Background: an optimization exercise with open tools, aiming at small area and a short achievable clock period. Do not read the settings as production practice.
In this exercise RTL edits were held to simulation tests only and were not proved equivalent to the original.

Design top_moduleAlu, start of the top module:
module top_moduleAlu #(parameter DATA_WIDTH = 32)(
	input clk_top,
	input [2:0] opcode_top,
	input [31:0] portA_top,
	input [31:0] portB_top,
	output reg [63:0] out_top,
	output [32:0] result_sum_top,
	output [32:0] result_res_top,
	output [63:0] result_pro_top,
	output [31:0] result_and_top,
	output [31:0] result_or_top,
	output [31:0] result_nand_top,
	output [31:0] result_nor_top,
	output [31:0] result_xor_top,
	output carry_flag_sum_top,
	output zero_flag_sum_top,
	output zero_flag_res_top,
	output zero_flag_pro_top,
	output zero_flag_and_top,
	output zero_flag_or_top,
	output zero_flag_nand_top,
	output zero_flag_nor_top,
	output zero_flag_xor_top,
	output reg carry_flag_top,
	output reg zero_flag_top
);
wire [31:0] a = portA_top;
wire [31:0] b = portB_top;
wire as_G1, as_P2, as_G3, as_P4, as_G5, as_P6, as_G7, as_P8, as_G9, as_P10, as_G11, as_P12, as_G13, as_P14, as_G15, as_P16;
wire as_G17, as_P18, as_G19, as_P20, as_G21, as_P22, as_G23, as_P24, as_G25, as_P26, as_G27, as_P28, as_G29, as_P30, as_G31, as_P32;
wire as_G33, as_P34, as_G35, as_P36, as_G37, as_P38, as_G39, as_P40, as_G41, as_P42, as_G43, as_P44, as_G45, as_P46, as_G47, as_P48;
wire as_G49, as_P50, as_G51, as_P52, as_G53, as_P54, as_G55, as_P56, as_G57, as_P58, as_G59, as_P60, as_G61, as_P62, as_G63, as_P64;
  ...
For scale: roughly 3,200 cells after synthesis, roughly 66 flip-flops, ~430 I/O pins, about 28,000 µm² of cells after synthesis.
==> flow/config.mk <==
export PLATFORM = sky130hd
export DESIGN_NAME = top_moduleAlu
export DESIGN_NICKNAME = top_moduleAlu
export VERILOG_FILES = /design/flow/design.v
export SDC_FILE = /design/flow/constraint.sdc
export NUM_CORES = 4
export LEC_CHECK = 0
export ABC_AREA = 1
export CAP_MARGIN = 20
export CORE_MARGIN = 2
export CORE_UTILIZATION = 40
export CTS_BUF_LIST = sky130_fd_sc_hd__clkbuf_8
export SLEW_MARGIN = 20
export SYNTH_HIERARCHICAL = 1
export SYNTH_MINIMUM_KEEP_SIZE = 0
export TNS_END_PERCENT = 0
==> flow/constraint.sdc <==
create_clock -name core_clock -period 20.0 [get_ports {clk_top}]
set_input_delay 4.0000 -clock core_clock [delete_from_list [all_inputs] [get_ports {clk_top}]]
set_output_delay 4.0000 -clock core_clock [all_outputs]
set_load 0.01 [all_outputs]
standard.sh (not shown) runs the stock make flow with config.mk's settings and CLKGATE_MAP_FILE= SYNTH_SCRIPT=/design/flow/synth_recipe.tcl, a recipe that flattens the netlist after the stock synthesis.
==> flow/flow/run.sh <==
#!/bin/bash
# Standard ORFS layout with two changes: the ports are buffered with buf_1 (instead of
# the default clkdlybuf4s50_1), and timing repair aims for 6 ns of setup slack.
set -euo pipefail
bash standard.sh "BUFFER_PORTS_ARGS=-buffer_cell sky130_fd_sc_hd__buf_1" "SETUP_SLACK_MARGIN=6" finish > make_finish.log 2>&1
The first run completed without violations.
Next try:
==> flow/flow/run.sh (replaced) <==
#!/bin/bash
# Standard ORFS layout; the only change is the cell used to buffer the ports
# (buf_1 instead of the default choice, clkdlybuf4s50_1).
set -euo pipefail
bash standard.sh "BUFFER_PORTS_ARGS=-buffer_cell sky130_fd_sc_hd__buf_1" finish > make_finish.log 2>&1
SETUP_SLACK_MARGIN = 4.5   (was unset)
TNS_END_PERCENT = unset   (was 0)
=> The changed run finished clean. Sequential share of layout area goes up by 0.32 points. Routed wire length fell by 5.5%.
Next try:
==> flow/flow/run.sh (replaced) <==
#!/bin/bash
# Standard ORFS layout with two changes: the ports are buffered with buf_1 (instead of
# the default clkdlybuf4s50_1), and timing repair aims for 6 ns of setup slack.
set -euo pipefail
bash standard.sh "BUFFER_PORTS_ARGS=-buffer_cell sky130_fd_sc_hd__buf_1" "SETUP_SLACK_MARGIN=6" finish > make_finish.log 2>&1
SETUP_SLACK_MARGIN = unset   (was 4.5)
What happened: The new run ran to the end with no violations; routed wire length grows by a little under a tenth; clock-buffer cell count is unchanged.
Next try:
==> flow/flow/run.sh (replaced) <==
#!/bin/bash
# Standard ORFS layout with two changes: the ports are buffered with buf_1 (instead of
# the default clkdlybuf4s50_1), and timing repair aims for 5.4 ns of setup slack.
set -euo pipefail
bash standard.sh "BUFFER_PORTS_ARGS=-buffer_cell sky130_fd_sc_hd__buf_1" "SETUP_SLACK_MARGIN=5.4" finish > make_finish.log 2>&1
After rerunning: Sequential cell count is unchanged. Global-route usage went down by 2.1 points. Critical path depth went down by 1. Setup slack degrades by 0.067 ns.

[port drivers added, routing unchanged]
Ports are ideal in the flow. The routed layouts listed here were re-timed in OpenROAD. Step 1 sets driving cells, clkbuf_16 on the clock port and buf_2 on the other inputs (assumed; they add their load-dependent delay and slew). Step 2 moves the port delays by t, midway between the first and last clock arrival at a register: inputs arrive t later, outputs are due t later. That takes back most of the time a late clock gives input paths. Three values: ideal, step 1, step 2; two values: the first two.
run | t, ns | setup WS [ns] | worst data-port slew with drivers (ns) | pins driven straight from the clock port
the first run | 0.499 | 5.573 / 5.545 / 5.545 | 0.22 | 1
the second run | 0.522 | 4.817 / 4.786 / 4.786 | 0.13 | 1
the third run | 0.505 | 5.650 / 5.625 / 5.625 | 0.18 | 1
the fourth run | 0.498 | 5.583 / 5.555 / 5.555 | 0.16 | 1
After both steps every run listed still meets setup and hold. The setup slack of the second run, which loses most, moves by -0.031 ns with the drivers and by -0.031 ns with both steps.
